Source: an optimization exercise on an open RTL-to-GDS flow (aim: small area). Production flows keep margins and buffers that such runs may drop. In this exercise RTL edits were held to simulation tests only and were not proved equivalent to the original. Power and IR drop assume default switching activity.

==> run.sh <==
#!/bin/bash
# synth_recipe.tcl (not shown) runs the flow's synth.tcl, then flattens the netlist and writes it again
# the make line also repeats each setting of config.mk as NAME=value (left out here)
make -C /OpenROAD-flow-scripts/flow DESIGN_CONFIG=/design/flow/config.mk WORK_HOME=/design/flow/orfs CLKGATE_MAP_FILE= SYNTH_SCRIPT=/design/flow/synth_recipe.tcl finish
==> config.mk <==
export PLATFORM = sky130hd
export DESIGN_NAME = LCD
export DESIGN_NICKNAME = LCD
export VERILOG_FILES = /design/flow/design.v
export SDC_FILE = /design/flow/constraint.sdc
export NUM_CORES = 4
export LEC_CHECK = 0
export CAP_MARGIN = 20
export CORE_MARGIN = 2
export CORE_UTILIZATION = 40
export CTS_BUF_LIST = sky130_fd_sc_hd__clkbuf_4
export CTS_CLUSTER_DIAMETER = 200
export CTS_CLUSTER_SIZE = 50
export SLEW_MARGIN = 20
==> constraint.sdc <==
create_clock -name core_clock -period 20.0 [get_ports {clk}]
set_input_delay 4.0000 -clock core_clock [delete_from_list [all_inputs] [get_ports {clk}]]
set_output_delay 4.0000 -clock core_clock [all_outputs]
set_load 0.01 [all_outputs]
==> design.v <==
module LCD(input clk,input rst,output reg LCD_E,
output reg LCD_RS,
output reg LCD_RW,
output reg SF_D11,
output reg SF_D10,
output reg SF_D9,
output reg SF_D8);
reg [19:0] t;
reg [6:0] k;
wire last = k[6] & k[2];             
wire k12 = (k == 7'd12);
wire k58 = (k == 7'd58);
wire c61 = k[0] & (k[6:2] != 5'd0);    
wire clong = ~k[0] & (k[6:4] != 3'd0);  
wire cshort = (~k[0] & (k[6:4] == 3'd0) & (k[3:2] != 2'd0) & ~k12) | (k == 7'd3);
wire fire =
  (c61 & (~t[6]&t[8]&t[12]&t[19])) |
  (cshort & (t[0]&~t[1]&~t[2]&~t[6]&~t[10]&~t[14]&~t[17]&t[18]&~t[19])) |
  ((clong & ~k58) & (t[0]&t[1]&~t[2]&t[3]&~t[4]&~t[5]&~t[6]&~t[7]&t[8]&~t[9]&t[10]&t[11]&~t[12]&t[13]&t[15]&~t[16]&t[17]&~t[18]&t[19])) |
  (k58 & (t[0]&t[1]&t[2]&~t[3]&~t[4]&t[5]&t[6]&~t[7]&t[8]&~t[9]&~t[10]&t[11]&~t[13]&t[14]&~t[15]&~t[16]&t[17]&~t[18]&t[19])) |
  (k12 & (~t[2]&~t[3]&t[4]&~t[6]&t[7]&t[9]&t[11]&t[12]&~t[13]&t[14]&t[15]&t[16]&t[18]&t[19])) |
  ((k == 7'd0) & (~t[0]&~t[1]&~t[2]&~t[3]&t[4]&t[5]&~t[6]&t[8]&~t[9]&~t[10]&t[12]&t[13]&t[14]&~t[15]&t[16]&~t[17]&~t[18]&t[19])) |
  ((k == 7'd1) & (~t[0]&t[1]&~t[3]&~t[4]&t[5]&~t[7]&~t[8]&t[10]&t[12]&~t[13]&t[15]&~t[16]&~t[17]&~t[18]&t[19])) |
  ((k == 7'd2) & (t[0]&~t[2]&t[6]&t[7]&t[10]&t[13]&~t[14]&t[15]&~t[16]&~t[17]));
wire endE = (t[9]&~t[14]);
reg [4:0] rom;   
always @(*) begin
  case (k)
    7'd0: rom = 5'b00011;
    7'd1: rom = 5'b00011;
    7'd2: rom = 5'b00011;
    7'd3: rom = 5'b00010;
    7'd4: rom = 5'b00010;
    7'd5: rom = 5'b01000;
    7'd6: rom = 5'b00000;
    7'd7: rom = 5'b00100;
    7'd8: rom = 5'b00000;
    7'd9: rom = 5'b01100;
    7'd10: rom = 5'b00000;
    7'd11: rom = 5'b00001;
    7'd12: rom = 5'b10011;
    7'd13: rom = 5'b10000;
    7'd14: rom = 5'b01000;
    7'd15: rom = 5'b00001;
    7'd16: rom = 5'b10011;
    7'd17: rom = 5'b10010;
    7'd18: rom = 5'b01000;
    7'd19: rom = 5'b00010;
    7'd20: rom = 5'b10011;
    7'd21: rom = 5'b10001;
    7'd22: rom = 5'b01000;
    7'd23: rom = 5'b00011;
    7'd24: rom = 5'b10011;
    7'd25: rom = 5'b10001;
    7'd26: rom = 5'b01000;
    7'd27: rom = 5'b00100;
    7'd28: rom = 5'b10011;
    7'd29: rom = 5'b10010;
    7'd30: rom = 5'b01000;
    7'd31: rom = 5'b00101;
    7'd32: rom = 5'b10011;
    7'd33: rom = 5'b10110;
    7'd34: rom = 5'b01000;
    7'd35: rom = 5'b00110;
    7'd36: rom = 5'b10011;
    7'd37: rom = 5'b10001;
    7'd38: rom = 5'b01100;
    7'd39: rom = 5'b00000;
    7'd40: rom = 5'b10011;
    7'd41: rom = 5'b10000;
    7'd42: rom = 5'b01100;
    7'd43: rom = 5'b00001;
    7'd44: rom = 5'b10011;
    7'd45: rom = 5'b10010;
    7'd46: rom = 5'b01100;
    7'd47: rom = 5'b00010;
    7'd48: rom = 5'b10011;
    7'd49: rom = 5'b10001;
    7'd50: rom = 5'b01100;
    7'd51: rom = 5'b00011;
    7'd52: rom = 5'b10011;
    7'd53: rom = 5'b10001;
    7'd54: rom = 5'b01100;
    7'd55: rom = 5'b00100;
    7'd56: rom = 5'b10011;
    7'd57: rom = 5'b10010;
    7'd58: rom = 5'b01100;
    7'd59: rom = 5'b00101;
    7'd60: rom = 5'b10011;
    7'd61: rom = 5'b10110;
    7'd62: rom = 5'b01100;
    7'd63: rom = 5'b00110;
    7'd64: rom = 5'b10011;
    7'd65: rom = 5'b10001;
    7'd66: rom = 5'b01000;
    7'd67: rom = 5'b00000;
    7'd68: rom = 5'b01000;
    default: rom = 5'b00000;
  endcase
end
always @(posedge clk) begin
  if (rst) begin
    t <= 20'd619554;
    k <= 7'd0;
  end else if (fire) begin
    t <= 20'd290081;
    k <= last ? 7'd0 : k + 7'd1;
  end else
    t <= {t[18:0], t[19] ^ t[16]};
end
always @(posedge clk) begin
  if (rst) begin
    LCD_E <= 1'b0;
    LCD_RW <= 1'b0;
    {LCD_RS,SF_D11,SF_D10,SF_D9,SF_D8} <= 5'b0;
  end else if (fire) begin
    LCD_E <= 1'b1;
    {LCD_RS,SF_D11,SF_D10,SF_D9,SF_D8} <= rom;
    if (last) LCD_RW <= 1'b1;
    else if (k[6:2] != 5'd0) LCD_RW <= 1'b0;
  end else if (endE)
    LCD_E <= 1'b0;
end
endmodule
==> results of run 1 <==
synth_stat cells, drive strengths merged, types with 3 or more instances:
library cell,number,share of area (%)
nor2b,3,0.89
dfxtp,34,32
o31ai,4,2.3
a211oi,6,2.1
nor2,7,1.4
nand3,7,1.7
a311o,3,1.4
a31oi,7,2.4
buf,10,3.7
nor3,7,1.9
and3,8,2.8
a21oi,9,2.1
inv,11,1.9
a211o,3,1.3
o21ai,12,2.8
o21a,3,1.1
nor4,4,1.5
nand4,6,1.8
ha,8,4.7
o211ai,4,1.4
clkbuf,8,1.4
nand2,19,4.0
a2111oi,4,1.9
or3,5,1.5
a21o,4,1.4
final cells by class:
cell class              count  area, µm²  share of cell area, %
repair buffers              8       80.1                   3.56
multi-input cells         176       1290                   57.3
flip-flops and latches     34        681                   30.2
well taps                  70       87.6                   3.89
clock buffers               5       37.5                   1.67
clock inverters             2       33.8                   1.50
inverters                  11       41.3                   1.83
worst max-delay path, delay by kind of cell:
family                 cells  cell delay (ps)
buffers and inverters      2             1610
AOI/OAI and AO/OA          2              170
and+or+nand+nor            1              340
metal layers:
metal  track usage, %  part of all wire [%]  up-vias
met3             3.53                   8.2       10
met2             29.3                    45      100
li1                 -                     -      918
met1             27.8                    45      904
met5                0                     0        -
met4             5.82                   1.4        0
kinds of logic (layout without fill, tap and decap cells):
family                     count (synthesis)  after routing  share of synthesized area, %
buffers and inverters                     29             26                          7.08
muxes                                      2              2                         0.944
and+or+nand+nor                           86             86                          25.4
DFF                                       34             34                          32.1
xor gates and xnor gates                   2              2                         0.826
adders and majority gates                  8              8                          4.72
AOI/OAI and AO/OA                         78             78                          29.0
flip-flops by register name, summed over array words and instances (netlist names):
name / count
t: 20
SF_D9: 1
LCD_RW: 1
SF_D10: 1
SF_D8: 1
LCD_E: 1
LCD_RS: 1
k: 7
SF_D11: 1
stage by stage:
step	util (%)	setup slack [ps]
after floorplan	-	15230
after global placement	42.7	13840
after detailed placement	42.7	13780
after CTS	44.1	14150
after global routing	44.1	13940
final	44.1	14110
where the power goes:
part | switching (mW) | internal, mW | leakage (nW) | total [mW]
Sequential | 0.00297 | 0.0701 | 0.279 | 0.0730
Clock | 0.0238 | 0.0252 | 0.0387 | 0.0490
Combinational | 0.00306 | 0.00289 | 0.468 | 0.00595
Total | 0.0298 | 0.0982 | 0.786 | 0.128
worst min path at each step:
stage	startpoint	to	slack (ps)	cells after the start
2_1_floorplan	t[4]$_SDFF_PP0_	t[5]$_SDFF_PP1_	440	1
3_3_place_gp	SF_D9$_SDFFE_PP0P_	SF_D9$_SDFFE_PP0P_	460	2
3_5_place_dp	SF_D9$_SDFFE_PP0P_	SF_D9$_SDFFE_PP0P_	460	2
4_1_cts	SF_D9$_SDFFE_PP0P_	SF_D9$_SDFFE_PP0P_	480	2
5_1_grt	SF_D9$_SDFFE_PP0P_	SF_D9$_SDFFE_PP0P_	500	2
6_report	SF_D9$_SDFFE_PP0P_	SF_D9$_SDFFE_PP0P_	480	2
==> summary.md, run 1 <==
| Metric | Value |
|---|---|
| Area delta synth->final | 6.14% |
| Inst Count DP | 299 |
| Outcome | finished clean |
| Sum Neg Setup Slack | 0 ps |
| Vias in the first global route | about 1800 |
| Syn_nets | 249 |
| RSZ-0062 raised after global routing | no |
| Max Cap Viol | 0 |
| Syn_area_per_cell | between 8 and 9 µm² |
| Critical path startpoint | rst |
| Most common flop cell mapped by yosys | dfxtp_1 |
| CP endpoint kind | flop |
| Max IR drop VDD | between 0.04 and 0.05 mV |
| CTS Sinks | 34 |
| Num CTS Buffers | 5 |
| Worst rel slew slack | 40.4% |
| Initial antenna violation count | 0 |
| Fillers | about 530 |
| Clk Latency, worst-skew pair | 350 ps |
| Worst Setup EP | k[3]$_SDFFE_PP0P_ |
| CP Launch Type | primary input |
| Slew Limit Fails | 0 |
| Grt ovf | 0 |
| Worst endpoint required time | 20240 ps |
| Final Power | 0.128 mW |
| Async SR Flop Fraction | 0% |
| CTS root buffer | clkbuf_4 |
| Crit Path Max Fanout | 23 |
| Row cnt | 26 |
| Slowest-stage cell, CP | clkdlybuf4s50_1 |
| Initial DRC Count | 194 |
| Pwr Density | roughly 57 nW/µm² |
| Area post-placement | 2180 µm² |
| Detailed Place HPWL | 3.68 mm |
| RR Startpoint | k[0]$_SDFFE_PP0P_ |
| Die ar. | 5900 µm² |
| Distinct cell type count after synthesis | 74 |
| Worst-case reg-to-reg path depth | 8 |
| Yosys reg bits | 34 |
| Crit Path Class | primary input to flop |
| H-tree levels | 2 |
| Largest net degree at the start of global routing | 24 |
| Residual DRC | 0 |
| Total track usage | 19.3% |
| Data arrival, critical path | between 6000 and 7000 ps |
| Post-CTS Setup Bufs | 0 |
| Most common cell after layout, fill and taps aside | dfxtp_1 |
| Most frequent cells in the layout | 34 x dfxtp_1, 16 x nand2_1, 11 x o21ai_0 |
| Global-route wire length before repair | 9.25 mm |
| # resized after CTS | 0 |
| Core Area | 5110 µm² |
| Detailed Route WL | approximately 5.6 mm |
| Critical Path Max Stage Delay | roughly 1000 ps |
| Design area | 2250 µm² |
| Final Setup Violations | 0 |
| Slew @ Worst Pin | approximately 890 ps |
| Die Span X | between 70 and 80 µm |
| Layout net count | 246 |
| Post-synth EDFFs | 0 |
| # IOs | 9 |
| Reg clk slew, reported paths | 110 ps |
| Post-DRT Antenna Nets | 0 |
| RePlAce Congestion | approximately 0.84 |
| Fraction of layout cells with a size suffix above 1 | 14.4% |
| DR pass1 iterations | 6 |
| Setup slack, reg-to-reg | 16810 ps |
| CTS tree | built |
| Final worst path period share | 29.4% |
| Crit path cell chain | clkdlybuf4s50_1 -> inv_1 -> and4_1 -> o21ai_0 -> o211ai_1 |
| I/O Buffers | 8 |
| Highest clock rate | roughly 170 MHz |
| Clock Skews | between 6 and 7 ps |
| Yosys warnings | 1 |
| Worst R2R End | t[7]$_SDFF_PP0_ |
| Final hold slack | 476 ps |
| Final hold violations | 0 |
| Non-Filler Instances | between 300 and 400 |
| Register area share after synthesis | approximately a third |
| Clock tree buffer depth | 2 |
| Hold Path Class | flop to flop |
| Die Y | 76.8 µm |
| Routed WL per cell | around 18 µm |
| Post-Synthesis Cells | 239 |
| DR vias | 1932 |
| Routed vias/inst | ~6.3 |
| Tmin final | approximately 6000 ps |
| CTS Hold Bufs | 0 |
| Synth Cell Area | 2120 µm² |
| Antenna cells | 0 |
| Starting Density | 41.5% |
| Pleak | 0.786 nW |
==> inputs of run 2 (changes only) <==
--- a/config.mk
+++ b/config.mk
@@ -8,7 +8,7 @@
 export CAP_MARGIN = 20
 export CORE_MARGIN = 2
 export CORE_UTILIZATION = 40
-export CTS_BUF_LIST = sky130_fd_sc_hd__clkbuf_4
+export CTS_BUF_LIST = sky130_fd_sc_hd__clkbuf_8
 export CTS_CLUSTER_DIAMETER = 200
 export CTS_CLUSTER_SIZE = 50
 export SLEW_MARGIN = 20
==> summary.md, run 2 <==
| Metric | Value |
|---|---|
| Crit path cell chain | clkdlybuf4s50_1 -> inv_1 -> nand2_1 -> or3_1 -> o211ai_1 |
| Synth top area cells | dfxtp_1 32%, ha_1 4.7%, nand2_1 2.8%, o21ai_0 2.6%, and3_2 2.5% |
| FF+latch area | 681 µm² |
| Worst rel slew slack | around 39% |
| Post-DRT Antenna Nets | 0 |
| Starting Density | 41.5% |
| Share of the synthesized area in the top cell type | 32.1% |
| Syn_area_per_cell | 8.87 µm² |
| Met3 wire len | approximately 330 µm |
| Fraction of layout cells with a size suffix above 1 | ~15% |
| Most flops, register | t |
| Highest clock rate | 168 MHz |
| Sum Neg Setup Slack | 0 ps |
| Register area share after synthesis | 32.1% |
| Worst path bufs/invs | 2 |
| Most common flop cell mapped by yosys | dfxtp_1 |
| DR pass1 iterations | 5 |
| Row cnt | 26 |
| Die Span X | 76.8 µm |
| WL met2 | 2.57 mm |
| Final Util | 44.9% |
| Final worst path period share | 29.7% |
| # IOs | 9 |
| Async SR Flop Fraction | 0% |
| Worst endpoint required time | 20220 ps |
| WL met1 | 2.53 mm |
| Data arrival, critical path | approximately 6000 ps |
| Cell family with most CP delay | buffers and inverters |
| Slew @ Worst Pin | 912 ps |
| Slew Limit Fails | 0 |
| Post-Synthesis Cells | between 200 and 250 |
| CP Launch Type | primary input |
| Outcome | finished clean |
| Area delta synth->final | 8.08% |
| CTS root buffer | clkbuf_8 |
| Post-synthesis simple-gate area fraction | 25.4% |
| Pleak | 0.804 nW |
| Distinct cell type count after synthesis | 74 |
| Global-route wire length before repair | 9.26 mm |
| Yosys reg bits | 34 |
| Total track usage | between 15 and 20% |
| Critical Path Max Stage Delay | about 840 ps |
| Final hold violations | 0 |
| Final Setup Violations | 0 |
| H-tree levels | 2 |
| DR vias | 1906 |
| Vias in the first global route | 1815 |
| Routed vias/inst | 6.23 |
| Residual DRC | 0 |
| RSZ-0062 raised after global routing | no |
| Max Cap Viol | 0 |
| Die ar. | a little under 6000 µm² |
| Detailed Place HPWL | 3.68 mm |
| Design area | 2290 µm² |
| Core Area | 5110 µm² |
| Initial DRC Count | 190 |
| Antenna cells | 0 |
| Max IR drop VDD | 0.0654 mV |
| Num CTS Buffers | 5 |
| Crit Path Class | primary input to flop |
| Slowest-stage cell, CP | clkdlybuf4s50_1 |
| CTS tree | built |
| Post-CTS Setup Bufs | 0 |
| Synth top cells by count | 34 x dfxtp_1, 16 x nand2_1, 11 x o21ai_0, 10 x inv_1, 9 x a21oi_1 |
| Initial antenna violation count | 0 |
| Tmin final | 5940 ps |
| CP endpoint kind | flop |
| Multi-input gate area | 1290 µm² |
| Xor/xnor share of the synthesized area | 0.826% |
| I/O Buffers | 8 |
| Clk Latency, worst-skew pair | 290 ps |
| Fillers | between 500 and 600 |
| Grt ovf | 0 |
| Syn_nets | 249 |
| Uppermost layer routed | met4 |
| Area post-placement | roughly 2200 µm² |
| Synth Area in Compound Gates | between 20 and 30% |
| Largest net degree at the start of global routing | 24 |
| Most frequent cells in the layout | 34 x dfxtp_1, 16 x nand2_1, 11 x o21ai_0 |
| Reg clk slew, reported paths | 70 ps |
| RePlAce Congestion | 0.839 |
| Detailed Route WL | 5.52 mm |
| Hold Path Class | flop to flop |
| Largest family of logic cells by synthesized area | compound AO/OA/AOI/OAI gates |
| Layout net count | 246 |
| Post-synthesis mux area share | 0.944% |
| CTS Sinks | 34 |
| Pwr Density | 62.6 nW/µm² |
| Clock tree buffer depth | 2 |
| Synth Cell Area | 2120 µm² |
| Crit Path Max Fanout | 23 |
| # resized after CTS | 0 |
| Max reg flops | 20 |
| Adder-cell share of the synthesized area | 4.72% |
| CTS Hold Bufs | 0 |
| Die Y | roughly 77 µm |
| Biggest regs | t: 20 flops, k: 7 flops |
| Post-synth EDFFs | 0 |
| Yosys warnings | 1 |
| Most common cell after layout, fill and taps aside | dfxtp_1 |
| Clock Skews | 5.72 ps |
| Most frequent cell after synthesis | dfxtp_1 |
| Synth area leader | dfxtp_1 |
| Routed WL per cell | 18.1 µm |
==> run 2: worst paths after layout <==
check,startpoint,depth (start not counted),to,slack (ps)
setup reg to reg,k[0]$_SDFFE_PP0P_,8,t[7]$_SDFF_PP0_,16790
setup / recovery,rst,5,k[3]$_SDFFE_PP0P_,14060
hold / removal,SF_D9$_SDFFE_PP0P_,2,SF_D9$_SDFFE_PP0P_,470
hold reg to reg,SF_D9$_SDFFE_PP0P_,2,SF_D9$_SDFFE_PP0P_,470
==> run 2: kinds of logic (layout without fill, tap and decap cells) <==
logic type | count (synthesis) | count (layout)
buffers and inverters | 29 | 26
AND/OR/NAND/NOR | 86 | 86
XOR/XNOR | 2 | 2
AO/OA/AOI/OAI | 78 | 78
flip-flops | 34 | 34
adder cells (fa/ha/maj) | 8 | 8
multiplexers | 2 | 2
==> run 2: layout make-up <==
class | count | area share, %
multi-input combinational | 176 | 56.3
sequential | 34 | 29.7
tap | 70 | 3.82
clock buffer | 6 | 3.60
timing repair buffer | 8 | 3.49
inverter | 11 | 1.80
clock inverter | 1 | 1.31
==> run 2: worst min-delay path, stage by stage (launching register included) <==
cell	delay (ps)
dfxtp_1	310
nand2_1	50
o21ai_0	60
==> run 2: stage by stage <==
stage / cells / worst slack, ps / hold WS (ps) / power [mW]
after floorplan: 239 / 15230 / 440 / 0.0782
after CTS: 306 / 14090 / 477 / 0.144
after detailed placement: 299 / 13780 / 457 / 0.0804
final: 306 / 14060 / 469 / 0.144
after global routing: 306 / 13870 / 495 / 0.148
after global placement: 299 / 13840 / 463 / 0.0804
==> run 2: power by group <==
| part | total, mW | leakage (nW) | switching, mW | internal, mW |
|---|---|---|---|---|
| logic | 0.00590 | 0.468 | 0.00301 | 0.00289 |
| clock network | 0.0645 | 0.0573 | 0.0247 | 0.0398 |
| registers | 0.0731 | 0.279 | 0.00296 | 0.0701 |
==> run 2: routing by layer <==
metal | global-route usage, % | vias up
met5 | 0 | -
met4 | 7.27 | 0
met3 | 3.18 | 11
met2 | 29.0 | 74
met1 | 27.8 | 905
li1 | - | 916
==> inputs of run 3 (changes only) <==
--- a/config.mk
+++ b/config.mk
@@ -8,7 +8,5 @@
 export CAP_MARGIN = 20
 export CORE_MARGIN = 2
 export CORE_UTILIZATION = 40
-export CTS_BUF_LIST = sky130_fd_sc_hd__clkbuf_8
-export CTS_CLUSTER_DIAMETER = 200
-export CTS_CLUSTER_SIZE = 50
+export CTS_BUF_LIST = sky130_fd_sc_hd__clkbuf_16
 export SLEW_MARGIN = 20
==> summary.md, run 3 <==
| Metric | Value |
|---|---|
| Outcome | finished clean |
| GR Util met2 | 30.1% |
| Clk Latency, worst-skew pair | 280 ps |
| Largest net degree at the start of global routing | 24 |
| Data arrival, critical path | 6120 ps |
| Hold Path Class | flop to flop |
| Syn_area_per_cell | 8.87 µm² |
| Routed vias/inst | approximately 6.2 |
| RSZ-0062 raised after global routing | no |
| Register area share after synthesis | 32.1% |
| Final Setup Violations | 0 |
| Hold depth | 2 |
| CTS Hold Bufs | 0 |
| RR Startpoint | k[0]$_SDFFE_PP0P_ |
| Crit Path Class | primary input to flop |
| Yosys reg bits | 34 |
| CTS Sinks | 34 |
| Die Y | between 70 and 80 µm |
| Residual DRC | 0 |
| Async SR Flop Fraction | 0% |
| Tmin final | 5970 ps |
| Highest clock rate | 168 MHz |
| Vias in the first global route | 1790 |
| Post-DRT Antenna Nets | 0 |
| Most common cell after layout, fill and taps aside | dfxtp_1 |
| Reg clk slew, reported paths | 50 ps |
| Max reg flops | 20 |
| H-tree levels | 2 |
| Starting Density | 41.5% |
| Row cnt | 26 |
| RePlAce Congestion | between 0.8 and 0.9 |
| Fillers | roughly 530 |
| Max IR drop VDD | approximately 0.054 mV |
| Sink of the worst hold path | SF_D9$_SDFFE_PP0P_ |
| Die ar. | 5900 µm² |
| I/O Buffers | 8 |
| Syn_nets | 249 |
| CP Launch Type | primary input |
| Yosys warnings | 1 |
| Setup slack, reg-to-reg | about 17000 ps |
| Antenna cells | 0 |
| Max Cap Viol | 0 |
| Most frequent cells in the layout | 34 x dfxtp_1, 16 x nand2_1, 11 x o21ai_0 |
| Global-route wire length before repair | 9.36 mm |
| Core Area | 5110 µm² |
| GR met1 Demand/Resource | 28.0% |
| Initial DRC Count | 218 |
| Area delta synth->final | 10.3% |
| Share of the synthesized area in the top cell type | 32.1% |
| Clock Skews | between 4 and 5 ps |
| CTS root buffer | clkbuf_16 |
| Crit Path Max Fanout | 23 |
| Post-synth EDFFs | 0 |
| Worst R2R End | t[15]$_SDFF_PP0_ |
| Slew @ Worst Pin | 883 ps |
| Total track usage | 19.7% |
| Routed WL per cell | 18.4 µm |
| Most frequent cell after synthesis | dfxtp_1 |
| Clock tree buffer depth | 2 |
| CTS tree | built |
| Synth top cells by count | 34 x dfxtp_1, 16 x nand2_1, 11 x o21ai_0, 10 x inv_1, 9 x a21oi_1 |
| Worst rel slew slack | 40.9% |
| Busiest grt layer | met2 |
| Synth area leader | dfxtp_1 |
| Sum Neg Setup Slack | 0 ps |
| Most flops, register | t |
| # resized after CTS | 0 |
| DR pass1 iterations | 4 |
| Worst endpoint required time | 20160 ps |
| Initial antenna violation count | 0 |
| Detailed Route WL | approximately 5.6 mm |
| Final hold violations | 0 |
| Detailed Place HPWL | between 3 and 4 mm |
| Biggest regs | t: 20 flops, k: 7 flops |
| Layout net count | about 250 |
| Pwr Density | 70.4 nW/µm² |
| Most common flop cell mapped by yosys | dfxtp_1 |
| Synth top area cells | dfxtp_1 32%, ha_1 4.7%, nand2_1 2.8%, o21ai_0 2.6%, and3_2 2.5% |
| Num CTS Buffers | 5 |
| Final worst path period share | 29.8% |
| Pleak | 0.824 nW |
| Fraction of layout cells with a size suffix above 1 | 14.4% |
| Distinct cell type count after synthesis | 74 |
| Die Span X | 76.8 µm |
| Area post-placement | 2180 µm² |
| Slew Limit Fails | 0 |
| Post-CTS Setup Bufs | 0 |
| Synth Cell Area | between 2000 and 2500 µm² |
| CP endpoint kind | flop |
| Post-Synthesis Cells | 239 |
| Met3 Use GR | roughly 3.2% |
| Worst-case reg-to-reg path depth | 8 |
| Grt ovf | 0 |
| Design area | approximately 2300 µm² |
| Hold Crit Start | SF_D9$_SDFFE_PP0P_ |
| # IOs | 9 |
| DR vias | 1896 |
## run 3: how the worst max path moves through the flow
| stage | start | end | slack (ps) | cells after the start |
|---|---|---|---|---|
| floorplan | rst | k[2]$_SDFFE_PP0P_ | 15230 | 3 |
| global placement | rst | k[3]$_SDFFE_PP0P_ | 13840 | 5 |
| detailed placement | rst | k[3]$_SDFFE_PP0P_ | 13780 | 5 |
| CTS | rst | k[3]$_SDFFE_PP0P_ | 14070 | 5 |
| global route | rst | k[3]$_SDFFE_PP0P_ | 13860 | 5 |
| finish | rst | k[3]$_SDFFE_PP0P_ | 14030 | 5 |
## run 3: area by class of cell
class / instances / area [µm²] / share of cell area, %
multi-input combinational: 176 / 1290 / 55.2
sequential: 34 / 681 / 29.1
clock buffer: 5 / 125 / 5.35
tap: 70 / 87.6 / 3.75
timing repair buffer: 8 / 80.1 / 3.42
inverter: 11 / 41.3 / 1.77
clock inverter: 2 / 33.8 / 1.44
## run 3: cell families (layout without fill, tap and decap cells)
| family | after synthesis | after routing | synth area share (%) |
|---|---|---|---|
| AOI/OAI and AO/OA | 78 | 78 | 29.0 |
| xor gates and xnor gates | 2 | 2 | 0.826 |
| muxes | 2 | 2 | 0.944 |
| and+or+nand+nor | 86 | 86 | 25.4 |
| DFF | 34 | 34 | 32.1 |
| adders and majority gates | 8 | 8 | 4.72 |
| buffers and inverters | 29 | 26 | 7.08 |
## run 3: critical path: stages
cell             delay, ps
clkdlybuf4s50_1       1020
inv_1                  580
and4_1                 350
o21ai_0                 70
o211ai_1               100
## run 3: power by group
part | total [mW] | leakage (nW) | internal (mW) | switching [mW]
logic | 0.00594 | 0.468 | 0.00289 | 0.00305
registers | 0.0732 | 0.279 | 0.0702 | 0.00297
clock network | 0.0854 | 0.0773 | 0.0576 | 0.0278
## run 3: metrics by stage
| stage | setup slack [ps] | cells | power [mW] | util (%) | hold slack [ps] |
|---|---|---|---|---|---|
| CTS | 14070 | 306 | 0.166 | 45.8 | 474 |
| detailed placement | 13780 | 299 | 0.0804 | 42.7 | 457 |
| global placement | 13840 | 299 | 0.0804 | 42.7 | 463 |
| global route | 13860 | 306 | 0.169 | 45.8 | 492 |
| floorplan | 15230 | 239 | 0.0782 | - | 440 |
| finish | 14030 | 306 | 0.165 | 45.8 | 472 |
## run 3: layer usage
layer / routed length (µm) / vias to the layer above
li1: - / 918
met1: 2570 / 899
met2: 2530 / 70
met3: 422 / 9
met4: 104 / 0
met5: 0 / -
==> inputs of run 4 (changes only) <==
--- a/config.mk
+++ b/config.mk
@@ -8,5 +8,4 @@
 export CAP_MARGIN = 20
 export CORE_MARGIN = 2
 export CORE_UTILIZATION = 40
-export CTS_BUF_LIST = sky130_fd_sc_hd__clkbuf_16
 export SLEW_MARGIN = 20
==> summary.md, run 4 <==
| Metric | Value |
|---|---|
| Outcome | finished clean |
| Most frequent cell after synthesis | dfxtp_1 |
| Worst Setup EP | k[3]$_SDFFE_PP0P_ |
| Max reg flops | 20 |
| Tmin final | 5940 ps |
| Final hold slack | 469 ps |
| Max Cap Viol | 0 |
| Async SR Flop Fraction | 0% |
| Yosys reg bits | 34 |
| Row cnt | 26 |
| Met3 Use GR | 3.18% |
| RePlAce Congestion | 0.839 |
| GR met1 Demand/Resource | between 20 and 30% |
| Register area share after synthesis | 32.1% |
| CTS Sinks | 34 |
| Pwr Density | 62.6 nW/µm² |
| Worst setup margin | 14060 ps |
| Post-Synthesis Cells | 239 |
| CTS tree | built |
| Layout net count | 246 |
| RR Startpoint | k[0]$_SDFFE_PP0P_ |
| Post-DRT Antenna Nets | 0 |
| Most frequent cells in the layout | 34 x dfxtp_1, 16 x nand2_1, 11 x o21ai_0 |
| FF+latch area | just under 700 µm² |
| Core Area | 5110 µm² |
| DR vias | 1906 |
| Crit path cell chain | clkdlybuf4s50_1 -> inv_1 -> nand2_1 -> or3_1 -> o211ai_1 |
| RSZ-0062 raised after global routing | no |
| Grt ovf | 0 |
| Data arrival, critical path | 6160 ps |
| Setup slack, reg-to-reg | ~17000 ps |
| Die ar. | 5900 µm² |
| Final worst path period share | between 20% and 30% |
| CTS root buffer | clkbuf_8 |
| Initial DRC Count | 190 |
| Fillers | 528 |
| Routed WL per cell | 18.1 µm |
| GR Util met2 | a little under 30% |
| Global-route wire length before repair | between 9 and 10 mm |
| Detailed Place HPWL | 3.68 mm |
| Residual DRC | 0 |
| # resized after CTS | 0 |
| Hold Path Class | flop to flop |
| Worst endpoint required time | around 20000 ps |
| Starting Density | 41.5% |
| Crit Path Max Fanout | 23 |
| Total track usage | 19.4% |
| Distinct cell type count after synthesis | 74 |
| Share of the synthesized area in the top cell type | 32.1% |
| Syn_area_per_cell | 8.87 µm² |
| Most flops, register | t |
| Fraction of layout cells with a size suffix above 1 | 14.8% |
| Highest clock rate | 168 MHz |
| Post-CTS Setup Bufs | 0 |
| Antenna cells | 0 |
| Synth top area cells | dfxtp_1 32%, ha_1 4.7%, nand2_1 2.8%, o21ai_0 2.6%, and3_2 2.5% |
| Die Y | roughly 77 µm |
| Slew @ Worst Pin | around 900 ps |
| Initial antenna violation count | 0 |
| # IOs | 9 |
| Sum Neg Setup Slack | 0 ps |
| Final Setup Violations | 0 |
| Clk Latency, worst-skew pair | ~290 ps |
| CP Launch Type | primary input |
| Busiest grt layer | met2 |
| Post-synth EDFFs | 0 |
| Slew Limit Fails | 0 |
| Clock Skews | 5.72 ps |
| CP endpoint kind | flop |
| Worst-case reg-to-reg path depth | 8 |
| Most common flop cell mapped by yosys | dfxtp_1 |
| Max IR drop VDD | ~0.065 mV |
| Slowest-stage cell, CP | clkdlybuf4s50_1 |
| Area delta synth->final | 8.08% |
| Worst R2R End | t[7]$_SDFF_PP0_ |
| DR pass1 iterations | 5 |
| Final Power | 0.144 mW |
| Largest net degree at the start of global routing | 24 |
| Most common cell after layout, fill and taps aside | dfxtp_1 |
| Worst rel slew slack | 39.0% |
| Final hold violations | 0 |
| Cell family with most CP delay | buffers and inverters |
| Syn_nets | 249 |
| Yosys warnings | 1 |
| Critical Path Max Stage Delay | 840 ps |
| Reg clk slew, reported paths | 70 ps |
| Place WS | 13780 ps |
| Biggest regs | t: 20 flops, k: 7 flops |
| Synth area leader | dfxtp_1 |
| Die Span X | slightly below 80 µm |
| Routed vias/inst | 6.23 |
| H-tree levels | 2 |
| Pleak | just over 0.8 nW |
| Synth top cells by count | 34 x dfxtp_1, 16 x nand2_1, 11 x o21ai_0, 10 x inv_1, 9 x a21oi_1 |
| Multi-input gate area | 1290 µm² |
| Num CTS Buffers | 5 |
| Worst path bufs/invs | 2 |
| CP Depth | 5 |
| Detailed Route WL | 5.52 mm |
| Vias in the first global route | 1815 |
| CTS Hold Bufs | 0 |
| Critical path startpoint | rst |
| I/O Buffers | 8 |
| Clock tree buffer depth | 2 |
| Crit Path Class | primary input to flop |
| Synth Cell Area | 2120 µm² |
[run 4: cell counts after synthesis]
No cell type changed its count.
[run 4: final cells by class]
cell class | count | area share [%]
Clock inverter | 1 | 1.31
Clock buffer | 6 | 3.60
Inverter | 11 | 1.80
Sequential cell | 34 | 29.7
Timing Repair Buffer | 8 | 3.49
Multi-Input combinational cell | 176 | 56.3
Tap cell | 70 | 3.82
[run 4: cell families (layout without fill, tap and decap cells)]
family | after synthesis | after routing | synth area share, %
compound gates | 78 | 78 | 29.0
simple gates | 86 | 86 | 25.4
buf+inv | 29 | 26 | 7.08
mux | 2 | 2 | 0.944
flops | 34 | 34 | 32.1
xor+xnor | 2 | 2 | 0.826
fa+ha+maj | 8 | 8 | 4.72
[run 4: worst min-delay path by stage]
| stage | slack [ps] | start | to | cells past startpoint |
|---|---|---|---|---|
| after CTS | 480 | SF_D9$_SDFFE_PP0P_ | SF_D9$_SDFFE_PP0P_ | 2 |
| final | 470 | SF_D9$_SDFFE_PP0P_ | SF_D9$_SDFFE_PP0P_ | 2 |
| after global routing | 490 | SF_D9$_SDFFE_PP0P_ | SF_D9$_SDFFE_PP0P_ | 2 |
| after global placement | 460 | SF_D9$_SDFFE_PP0P_ | SF_D9$_SDFFE_PP0P_ | 2 |
| after detailed placement | 460 | SF_D9$_SDFFE_PP0P_ | SF_D9$_SDFFE_PP0P_ | 2 |
| after floorplan | 440 | t[4]$_SDFF_PP0_ | t[5]$_SDFF_PP1_ | 1 |
[run 4: where the power goes]
group | internal (mW) | total, mW | switching, mW
Combinational | 0.00289 | 0.00590 | 0.00301
Clock | 0.0398 | 0.0645 | 0.0247
Sequential | 0.0701 | 0.0731 | 0.00296
[run 4: through the flow]
step           cells  cell area [µm²]  util, %
2_1_floorplan    239             2120        -
3_3_place_gp     299             2180     42.7
3_5_place_dp     299             2180     42.7
4_1_cts          306             2290     44.9
5_1_grt          306             2290     44.9
6_report         306             2290     44.9
[run 4: tightest hold or removal path: stages, from the launching register on]
cell and delay (ps):
dfxtp_1 310, nand2_1 50, o21ai_0 60
[run 4: metal layers]
layer  part of all wire, %  vias to the layer above
li1                      -                      916
met1                    46                      905
met2                    47                       74
met3                   6.0                       11
met4                   1.6                        0
met5                     0                        -
==> inputs of run 5 (changes only) <==
==> flow/run.sh (new file) <==
#!/bin/bash
# Own layout flow: the standard ORFS flow (standard.sh, unchanged synthesis, floorplan,
# power grid and tap cells), with two changes made through ORFS's own variables:
#  - port buffers use the smallest buffer cell (buf_1) instead of the resizer's default pick;
#  - clock tree synthesis uses clkbuf_4 buffers and inserts no dummy loads.
# Every tool's full output stays in orfs/logs; make's own output goes to standard.log here.
set -euo pipefail
export BUFFER_PORTS_ARGS="-buffer_cell sky130_fd_sc_hd__buf_1"
export CTS_ARGS="-sink_clustering_enable -repair_clock_nets -dont_use_dummy_load -buf_list sky130_fd_sc_hd__clkbuf_4"
bash standard.sh finish > standard.log 2>&1
==> standard.sh (new file) <==
#!/bin/bash
# synth_recipe.tcl (not shown) runs the flow's synth.tcl, then flattens the netlist and writes it again
# the make line also repeats each setting of config.mk as NAME=value (left out here)
make -C /OpenROAD-flow-scripts/flow DESIGN_CONFIG=/design/flow/config.mk WORK_HOME=/design/flow/orfs CLKGATE_MAP_FILE= SYNTH_SCRIPT=/design/flow/synth_recipe.tcl "${@:-finish}"
removed: run.sh
==> summary.md, run 5 <==
| Metric | Value |
|---|---|
| I/O Buffers | 8 |
| Hold Path Class | flop to flop |
| Core Area | 5110 µm² |
| Area post-placement | roughly 2100 µm² |
| Inst Count DP | 300 |
| Crit Path Class | primary input to flop |
| Distinct cell type count after synthesis | 74 |
| Slew @ Worst Pin | 833 ps |
| Worst endpoint required time | slightly above 20000 ps |
| Most frequent cell after synthesis | dfxtp_1 |
| Post-Synthesis Cells | 239 |
| # resized after CTS | 0 |
| Syn_nets | 249 |
| Sw Share | 25.4% |
| Routed WL per cell | around 18 µm |
| Most common cell after layout, fill and taps aside | dfxtp_1 |
| Crit path cell chain | buf_1 -> buf_4 -> inv_1 -> nand2_1 -> or3_1 -> o211ai_1 |
| Register area share after synthesis | 32.1% |
| Synth area leader | dfxtp_1 |
| Die Y | slightly below 80 µm |
| Final hold violations | 0 |
| CTS tree | built |
| Most frequent cells in the layout | 34 x dfxtp_1, 16 x nand2_1, 11 x o21ai_0 |
| CP endpoint kind | flop |
| DR pass1 iterations | 4 |
| Row cnt | 26 |
| Slowest-stage cell, CP | inv_1 |
| Final Util | 42.6% |
| Final hold slack | 479 ps |
| Max Cap Viol | 0 |
| Crit Path Max Fanout | 23 |
| Fraction of layout cells with a size suffix above 1 | 14.5% |
| Reg power frac | 64.4% |
| Most common flop cell mapped by yosys | dfxtp_1 |
| Initial DRC Count | 201 |
| Highest clock rate | 196 MHz |
| Final worst path period share | 25.5% |
| Synth top area cells | dfxtp_1 32%, ha_1 4.7%, nand2_1 2.8%, o21ai_0 2.6%, and3_2 2.5% |
| Area delta synth->final | 2.54% |
| Synth top cells by count | 34 x dfxtp_1, 16 x nand2_1, 11 x o21ai_0, 10 x inv_1, 9 x a21oi_1 |
| Outcome | finished clean |
| Sw power | roughly 0.029 mW |
| Num CTS Buffers | 5 |
| Reg clk slew, reported paths | 90 ps |
| DR vias | 1881 |
| # IOs | 9 |
| Die Span X | 76.8 µm |
| Data arrival, critical path | 5360 ps |
| Post-synth EDFFs | 0 |
| CP Launch Type | primary input |
| Critical Path Max Stage Delay | 490 ps |
| Syn_area_per_cell | just under 9 µm² |
| Largest net degree at the start of global routing | 24 |
| Comb pwr share | 5.3% |
| Layout net count | 247 |
| Global-route wire length before repair | 9.29 mm |
| Max IR drop VDD | 0.0344 mV |
| Yosys reg bits | 34 |
| Slew Limit Fails | 0 |
| RePlAce Congestion | 0.845 |
| Sum Neg Setup Slack | 0 ps |
| Yosys warnings | 1 |
| Residual DRC | 0 |
| CTS Sinks | 34 |
| Detailed Place HPWL | 3.80 mm |
| Post-CTS Setup Bufs | 0 |
| Detailed Route WL | about 5.6 mm |
| Clock power share | 30.3% |
| CTS root buffer | clkbuf_4 |
| Tmin final | 5100 ps |
| Clk Latency, worst-skew pair | about 350 ps |
| RSZ-0062 raised after global routing | no |
| Grt ovf | 0 |
| Final Setup Violations | 0 |
| Synth Cell Area | 2120 µm² |
| Share of the synthesized area in the top cell type | 32.1% |
| Final Power | 0.113 mW |
| Design area | about 2200 µm² |
| Worst setup margin | ~15000 ps |
| CTS Hold Bufs | 0 |
| Post-DRT Antenna Nets | 0 |
| Pwr Density | 52.2 nW/µm² |
| Clock Skews | 21.0 ps |
| Clock tree buffer depth | 2 |
| Setup slack, reg-to-reg | roughly 17000 ps |
| Starting Density | 41.5% |
| Max reg flops | 20 |
| Pint | 0.0847 mW |
| Antenna cells | 0 |
| Initial antenna violation count | 0 |
| Place WS | ~15000 ps |
| H-tree levels | 2 |
| Async SR Flop Fraction | 0% |
| Most flops, register | t |
| Pleak | 0.756 nW |
| Vias in the first global route | 1852 |
| Die ar. | 5900 µm² |
| Non-Filler Instances | 305 |
| Worst rel slew slack | about 44% |
| Routed vias/inst | 6.17 |
| Total track usage | 19.4% |
| Biggest regs | t: 20 flops, k: 7 flops |
run 5: cell counts after synthesis:
Identical to the previous run, type by type.
run 5: final timing paths:
kind,from,to,cells after the start
setup / recovery,rst,k[3]$_SDFFE_PP0P_,6
hold / removal,SF_D9$_SDFFE_PP0P_,SF_D9$_SDFFE_PP0P_,2
setup reg to reg,k[0]$_SDFFE_PP0P_,t[9]$_SDFF_PP0_,8
hold reg to reg,SF_D9$_SDFFE_PP0P_,SF_D9$_SDFFE_PP0P_,2
run 5: power groups by stage:
stage	logic, mW	registers, mW	clock network, mW
global placement	0.00584	0.0745	0
floorplan	0.00484	0.0734	0
finish	0.00599	0.0730	0.0344
global route	0.00648	0.0733	0.0375
detailed placement	0.00594	0.0745	0
CTS	0.00596	0.0730	0.0342
run 5: critical path, delay by kind of cell:
kind,cells,cell delay [ps]
compound gates,1,90
buf+inv,3,760
simple gates,2,500
run 5: cell families after synthesis:
group           share of synthesized area (%)
buf+inv                                  7.08
fa+ha+maj                                4.72
compound gates                           29.0
simple gates                             25.4
xor+xnor                                0.826
flops                                    32.1
mux                                     0.944
run 5: area by class of cell:
| class | instances | area, µm² |
|---|---|---|
| fillers | 549 | 2930 |
| multi-input cells | 176 | 1290 |
| flip-flops and latches | 34 | 681 |
| well taps | 70 | 87.6 |
| inverters | 11 | 41.3 |
| clock buffers | 5 | 37.5 |
| repair buffers | 9 | 37.5 |
run 5: per-layer routing:
metal  part of all wire, %  track usage, %  vias up
met1                    46            27.7      891
met4                   1.2            5.64        0
met3                   6.9            3.65        9
met5                     0               0        -
met2                    45            29.5       66
li1                      -               -      915
==> inputs of run 6 (changes only) <==
--- a/flow/run.sh
+++ b/flow/run.sh
@@ -6,5 +6,5 @@
 # Every tool's full output stays in orfs/logs; make's own output goes to standard.log here.
 set -euo pipefail
 export BUFFER_PORTS_ARGS="-buffer_cell sky130_fd_sc_hd__buf_1"
-export CTS_ARGS="-sink_clustering_enable -repair_clock_nets -dont_use_dummy_load -buf_list sky130_fd_sc_hd__clkbuf_4"
+export CTS_ARGS="-repair_clock_nets -dont_use_dummy_load -buf_list sky130_fd_sc_hd__clkbuf_8 -root_buf sky130_fd_sc_hd__clkbuf_8 -sink_buffer_max_cap_derate 1.0"
 bash standard.sh finish > standard.log 2>&1
==> summary.md, run 6 <==
| Metric | Value |
|---|---|
| Fillers | about 540 |
| Final Setup Violations | 0 |
| Data arrival, critical path | 5370 ps |
| Die Span X | 76.8 µm |
| Clk Latency, worst-skew pair | ~290 ps |
| Distinct cell type count after synthesis | 74 |
| Vias in the first global route | ~1900 |
| Largest net degree at the start of global routing | 24 |
| Worst endpoint required time | 20210 ps |
| CP endpoint kind | flop |
| Total track usage | between 10% and 20% |
| FF+latch area | 681 µm² |
| Post-Synthesis Cells | 239 |
| Most frequent cells in the layout | 34 x dfxtp_1, 16 x nand2_1, 11 x o21ai_0 |
| Layout net count | 247 |
| Setup slack, reg-to-reg | 16860 ps |
| RR Startpoint | k[0]$_SDFFE_PP0P_ |
| Clock tree buffer depth | 2 |
| Clock Skews | 11.3 ps |
| DR pass1 iterations | 5 |
| Fraction of layout cells with a size suffix above 1 | 14.5% |
| CTS Hold Bufs | 0 |
| Tmin final | between 5000 and 6000 ps |
| Routed WL per cell | 18.5 µm |
| Slew Limit Fails | 0 |
| Pwr Density | 56.9 nW/µm² |
| Synth top cells by count | 34 x dfxtp_1, 16 x nand2_1, 11 x o21ai_0, 10 x inv_1, 9 x a21oi_1 |
| Sum Neg Setup Slack | 0 ps |
| CP Depth | 6 |
| CP Launch Type | primary input |
| Synth area leader | dfxtp_1 |
| Final worst path period share | ~26% |
| Max Cap Viol | 0 |
| Share of the synthesized area in the top cell type | about a third |
| CTS tree | built |
| Final hold slack | between 400 and 500 ps |
| Detailed Route WL | 5.63 mm |
| Syn_nets | 249 |
| Most flops, register | t |
| Async SR Flop Fraction | 0% |
| Slowest-stage cell, CP | inv_1 |
| Hold depth | 2 |
| Register area share after synthesis | 32.1% |
| Routed vias/inst | 6.30 |
| Pleak | 0.769 nW |
| DR vias | 1923 |
| Area delta synth->final | 4.01% |
| Max reg flops | 20 |
| Cell family with most CP delay | buffers and inverters |
| Initial DRC Count | 192 |
| Core Area | around 5000 µm² |
| Worst path bufs/invs | 3 |
| Reg clk slew, reported paths | 70 ps |
| Detailed Place HPWL | between 3 and 4 mm |
| Global-route wire length before repair | 9.32 mm |
| Multi-input gate area | 1290 µm² |
| Worst-case reg-to-reg path depth | 8 |
| Synth Cell Area | 2120 µm² |
| Crit path cell chain | buf_1 -> buf_4 -> inv_1 -> nand2_1 -> or3_1 -> o211ai_1 |
| Row cnt | 26 |
| CTS Sinks | 34 |
| Post-CTS Setup Bufs | 0 |
| Critical Path Max Stage Delay | approximately 500 ps |
| Most common cell after layout, fill and taps aside | dfxtp_1 |
| CTS root buffer | clkbuf_8 |
| Grt ovf | 0 |
| Final hold violations | 0 |
| Hold Crit Start | LCD_E$_SDFFE_PP0P_ |
| Slew @ Worst Pin | 864 ps |
| Crit Path Class | primary input to flop |
| Die Y | 76.8 µm |
| Num CTS Buffers | 5 |
| # resized after CTS | 0 |
| Synth top area cells | dfxtp_1 32%, ha_1 4.7%, nand2_1 2.8%, o21ai_0 2.6%, and3_2 2.5% |
| Yosys warnings | 1 |
| Most frequent cell after synthesis | dfxtp_1 |
| Starting Density | 41.5% |
| Post-DRT Antenna Nets | 0 |
| Post-synth EDFFs | 0 |
| Crit Path Max Fanout | 23 |
| RePlAce Congestion | 0.845 |
| Max IR drop VDD | 0.0463 mV |
| H-tree levels | 2 |
| Worst rel slew slack | approximately 42% |
| Die ar. | 5900 µm² |
| Worst R2R End | t[2]$_SDFF_PP0_ |
| Residual DRC | 0 |
| Most common flop cell mapped by yosys | dfxtp_1 |
| Syn_area_per_cell | 8.87 µm² |
| Yosys reg bits | 34 |
| Highest clock rate | slightly below 200 MHz |
| Antenna cells | 0 |
| Sink of the worst hold path | LCD_E$_SDFFE_PP0P_ |
| # IOs | 9 |
| Outcome | finished clean |
| Biggest regs | t: 20 flops, k: 7 flops |
| Hold Path Class | flop to flop |
| I/O Buffers | 8 |
| RSZ-0062 raised after global routing | no |
| Initial antenna violation count | 0 |
==> run 6: cell types whose count changed in the layout (fill, tap and decap cells not counted) <==
cell / change
clkbuf_8: +5
clkbuf_4: -5
==> run 6: metrics by stage <==
stage	util [%]	worst slack (ps)	cell area, µm²	power [mW]	std cells
after floorplan	-	15230	2120	0.0782	239
after global placement	41.8	14610	2140	0.0803	300
after detailed placement	41.8	14570	2140	0.0804	300
after CTS	43.2	14860	2210	0.125	305
after global routing	43.2	14720	2210	0.130	305
final	43.2	14840	2210	0.125	305
==> run 6: worst max-delay path by stage <==
| stage | end | start | slack, ps |
|---|---|---|---|
| 6_report | k[3]$_SDFFE_PP0P_ | rst | 14840 |
| 5_1_grt | k[3]$_SDFFE_PP0P_ | rst | 14720 |
| 4_1_cts | k[3]$_SDFFE_PP0P_ | rst | 14860 |
| 3_5_place_dp | k[3]$_SDFFE_PP0P_ | rst | 14570 |
| 3_3_place_gp | k[3]$_SDFFE_PP0P_ | rst | 14610 |
| 2_1_floorplan | k[2]$_SDFFE_PP0P_ | rst | 15230 |
==> run 6: where the power goes <==
group	internal (mW)	switching, mW	total (mW)
logic	0.00287	0.00313	0.00600
registers	0.0701	0.00299	0.0731
clock network	0.0224	0.0239	0.0463
total	0.0954	0.0300	0.125
==> run 6: kinds of logic (layout without fill, tap and decap cells) <==
logic type               count (synthesis)  in the layout  synth area share [%]
AND/OR/NAND/NOR                         86             86                  25.4
XOR/XNOR                                 2              2                 0.826
adder cells (fa/ha/maj)                  8              8                  4.72
AO/OA/AOI/OAI                           78             78                  29.0
multiplexers                             2              2                 0.944
buffers and inverters                   29             25                  7.08
flip-flops                              34             34                  32.1
==> run 6: tightest hold or removal path: stages (launching register included) <==
cell and delay [ps]:
dfxtp_1 310, o21ai_0 60, a21oi_1 60
==> run 6: area by class of cell <==
| type | count | share of cell area [%] |
|---|---|---|
| Multi-Input combinational cell | 176 | 58.5 |
| Sequential cell | 34 | 30.9 |
| Tap cell | 70 | 3.97 |
| Clock buffer | 5 | 3.12 |
| Inverter | 11 | 1.87 |
| Timing Repair Buffer | 9 | 1.70 |
==> run 6: per-layer routing <==
metal | global-route usage, % | wire length [µm] | vias up
li1 | - | - | 915
met1 | 27.6 | 2610 | 917
met2 | 29.6 | 2520 | 82
met3 | 4.35 | 428 | 9
met4 | 6.18 | 70 | 0
met5 | 0 | 0 | -
==> inputs of run 7 (changes only) <==
--- a/flow/run.sh
+++ b/flow/run.sh
@@ -6,5 +6,5 @@
 # Every tool's full output stays in orfs/logs; make's own output goes to standard.log here.
 set -euo pipefail
 export BUFFER_PORTS_ARGS="-buffer_cell sky130_fd_sc_hd__buf_1"
-export CTS_ARGS="-repair_clock_nets -dont_use_dummy_load -buf_list sky130_fd_sc_hd__clkbuf_8 -root_buf sky130_fd_sc_hd__clkbuf_8 -sink_buffer_max_cap_derate 1.0"
+export CTS_ARGS="-sink_clustering_enable -sink_clustering_size 40 -sink_clustering_max_diameter 500 -sink_clustering_levels 1 -repair_clock_nets -dont_use_dummy_load -buf_list sky130_fd_sc_hd__clkbuf_8 -root_buf sky130_fd_sc_hd__clkbuf_8 -sink_buffer_max_cap_derate 1.0"
 bash standard.sh finish > standard.log 2>&1
==> summary.md, run 7 <==
| Metric | Value |
|---|---|
| Inst Count DP | 300 |
| Max reg flops | 20 |
| Post-synthesis mux area share | 0.944% |
| Initial DRC Count | 192 |
| Share of the synthesized area in the top cell type | 32.1% |
| Yosys reg bits | 34 |
| Biggest regs | t: 20 flops, k: 7 flops |
| Slowest-stage cell, CP | inv_1 |
| # IOs | 9 |
| Clock Skews | 11.3 ps |
| Core Area | 5110 µm² |
| Sw power | 0.0300 mW |
| Reg power frac | 58.3% |
| Die ar. | about 5900 µm² |
| Clock power share | 36.9% |
| Synth Cell Area | 2120 µm² |
| # resized after CTS | 0 |
| CP endpoint kind | flop |
| Grt ovf | 0 |
| Num CTS Buffers | 5 |
| I/O Buffers | 8 |
| Register area share after synthesis | between 30% and 40% |
| DR pass1 iterations | 5 |
| Syn_area_per_cell | 8.87 µm² |
| Distinct cell type count after synthesis | 74 |
| Most common cell after layout, fill and taps aside | dfxtp_1 |
| Layout net count | 247 |
| Post-synth EDFFs | 0 |
| Area post-placement | ~2100 µm² |
| Highest clock rate | 194 MHz |
| Routed vias/inst | roughly 6.3 |
| Most frequent cell after synthesis | dfxtp_1 |
| Worst rel slew slack | 42.2% |
| Yosys warnings | 1 |
| Vias in the first global route | 1851 |
| Pint | 0.0954 mW |
| Max Cap Viol | 0 |
| Antenna cells | 0 |
| Tmin final | between 5000 and 6000 ps |
| Largest net degree at the start of global routing | 24 |
| Hold Path Class | flop to flop |
| Residual DRC | 0 |
| Data arrival, critical path | 5370 ps |
| Die Span X | roughly 77 µm |
| Pwr Density | between 50 and 60 nW/µm² |
| Most common flop cell mapped by yosys | dfxtp_1 |
| H-tree levels | 2 |
| Most frequent cells in the layout | 34 x dfxtp_1, 16 x nand2_1, 11 x o21ai_0 |
| CP Launch Type | primary input |
| CTS Sinks | 34 |
| Design area | about 2200 µm² |
| CTS root buffer | clkbuf_8 |
| Starting Density | a little over 40% |
| Sw Share | 23.9% |
| Final hold violations | 0 |
| Non-Filler Instances | 305 |
| Crit path cell chain | buf_1 -> buf_4 -> inv_1 -> nand2_1 -> or3_1 -> o211ai_1 |
| CTS tree | built |
| Most flops, register | t |
| Post-synthesis simple-gate area fraction | 25.4% |
| Slew @ Worst Pin | 864 ps |
| Final Setup Violations | 0 |
| Initial antenna violation count | 0 |
| Detailed Route WL | 5.63 mm |
| Crit Path Class | primary input to flop |
| Clk Latency, worst-skew pair | 290 ps |
| Uppermost layer routed | met4 |
| Pleak | about 0.77 nW |
| Post-DRT Antenna Nets | 0 |
| Fraction of layout cells with a size suffix above 1 | approximately 14% |
| WL met1 | around 2.6 mm |
| RePlAce Congestion | 0.845 |
| Synth top area cells | dfxtp_1 32%, ha_1 4.7%, nand2_1 2.8%, o21ai_0 2.6%, and3_2 2.5% |
| Comb pwr share | under 10% |
| Post-Synthesis Cells | 239 |
| Syn_nets | 249 |
| Area delta synth->final | 4.01% |
| Post-CTS Setup Bufs | 0 |
| Critical Path Max Stage Delay | 500 ps |
| Routed WL per cell | 18.5 µm |
| Async SR Flop Fraction | 0% |
| Total track usage | 19.6% |
| Global-route wire length before repair | 9.32 mm |
| Crit Path Max Fanout | 23 |
| Met3 wire len | 428 µm |
| Sum Neg Setup Slack | 0 ps |
| Xor/xnor share of the synthesized area | 0.826% |
| Outcome | finished clean |
| Detailed Place HPWL | 3.80 mm |
| CTS Hold Bufs | 0 |
| Synth Area in Compound Gates | between 20% and 30% |
| Largest family of logic cells by synthesized area | compound AO/OA/AOI/OAI gates |
| Synth top cells by count | 34 x dfxtp_1, 16 x nand2_1, 11 x o21ai_0, 10 x inv_1, 9 x a21oi_1 |
| Synth area leader | dfxtp_1 |
| Row cnt | 26 |
| DR vias | 1923 |
| Final worst path period share | 25.8% |
| Die Y | 76.8 µm |
| Worst endpoint required time | 20210 ps |
| Max IR drop VDD | 0.0463 mV |
| WL met2 | 2.52 mm |
| Reg clk slew, reported paths | 70 ps |
| RSZ-0062 raised after global routing | no |
| Slew Limit Fails | 0 |
| Adder-cell share of the synthesized area | 4.72% |
| Clock tree buffer depth | 2 |
## run 7: cell counts after synthesis
No cell type changed its count.
## run 7: path summary, 6_finish.rpt
kind / startpoint / end / slack (ps) / cells past startpoint
setup reg to reg: k[0]$_SDFFE_PP0P_ / t[2]$_SDFF_PP0_ / 16860 / 8
setup / recovery: rst / k[3]$_SDFFE_PP0P_ / 14840 / 6
hold / removal: LCD_E$_SDFFE_PP0P_ / LCD_E$_SDFFE_PP0P_ / 480 / 2
hold reg to reg: LCD_E$_SDFFE_PP0P_ / LCD_E$_SDFFE_PP0P_ / 480 / 2
## run 7: worst max-delay path: cells and delay by family
kind,cells,cell delay (ps)
buffers and inverters,3,780
AND/OR/NAND/NOR,2,500
AO/OA/AOI/OAI,1,90
## run 7: logic make-up (layout without fill, tap and decap cells)
group / after synthesis / count (layout)
fa+ha+maj: 8 / 8
mux: 2 / 2
simple gates: 86 / 86
compound gates: 78 / 78
xor+xnor: 2 / 2
buf+inv: 29 / 25
flops: 34 / 34
## run 7: power by group through the flow
stage,Clock [mW],Combinational [mW],Sequential (mW)
after CTS,0.0463,0.00596,0.0730
final,0.0463,0.00600,0.0731
after global routing,0.0504,0.00647,0.0733
after detailed placement,0,0.00594,0.0745
after floorplan,0,0.00484,0.0734
after global placement,0,0.00584,0.0745
## run 7: final cells by class
type,count,area [µm²]
Clock buffer,5,68.8
Fill cell,543,2900
Timing Repair Buffer,9,37.5
Inverter,11,41.3
Tap cell,70,87.6
Sequential cell,34,681
Multi-Input combinational cell,176,1290
## run 7: stage by stage
step | setup slack [ps] | hold WS, ps | utilization (%) | total power, mW
6_report | 14840 | 477 | 43.2 | 0.125
5_1_grt | 14720 | 503 | 43.2 | 0.130
4_1_cts | 14860 | 475 | 43.2 | 0.125
3_5_place_dp | 14570 | 453 | 41.8 | 0.0804
3_3_place_gp | 14610 | 455 | 41.8 | 0.0803
2_1_floorplan | 15230 | 440 | - | 0.0782
## run 7: metal layers
layer  track usage, %  vias to the layer above
met4             6.18                        0
li1                 -                      915
met2             29.6                       82
met3             4.35                        9
met5                0                        -
met1             27.6                      917

## separate check: timing with driven ports
How much do the figures lean on ideal ports? The routed layouts below were timed once more, with nothing changed but the port constraints. Step 1, drivers: a clkbuf_16 drives clk and a buf_2 each remaining input, both assumed. Step 2 times the ports against the registers' clock, not the clock port: input delays grow and output delays shrink by t, the midpoint of the rising clock arrivals with the driver on. a / b / c = ideal ports / drivers / drivers and shift; a / b = the first two.
run	t, ns	setup WS [ns]	worst setup path at the end	pins driven straight from the clock port
run 1	0.367	14.113 / 14.108 / 13.741	input to register	1
run 2	0.313	14.057 / 14.058 / 13.745	input to register	1
run 3	0.311	14.033 / 14.039 / 13.728	input to register	1
run 4	0.313	14.057 / 14.058 / 13.745	input to register	1
run 5	0.363	14.905 / 14.908 / 14.544	input to register	1
run 6	0.313	14.845 / 14.850 / 14.537	input to register	1
run 7	0.313	14.845 / 14.850 / 14.537	input to register	1
After both steps every run listed still meets setup and hold. The setup slack of run 1, which loses most, moves by -0.005 ns with the drivers and by -0.372 ns with both steps.
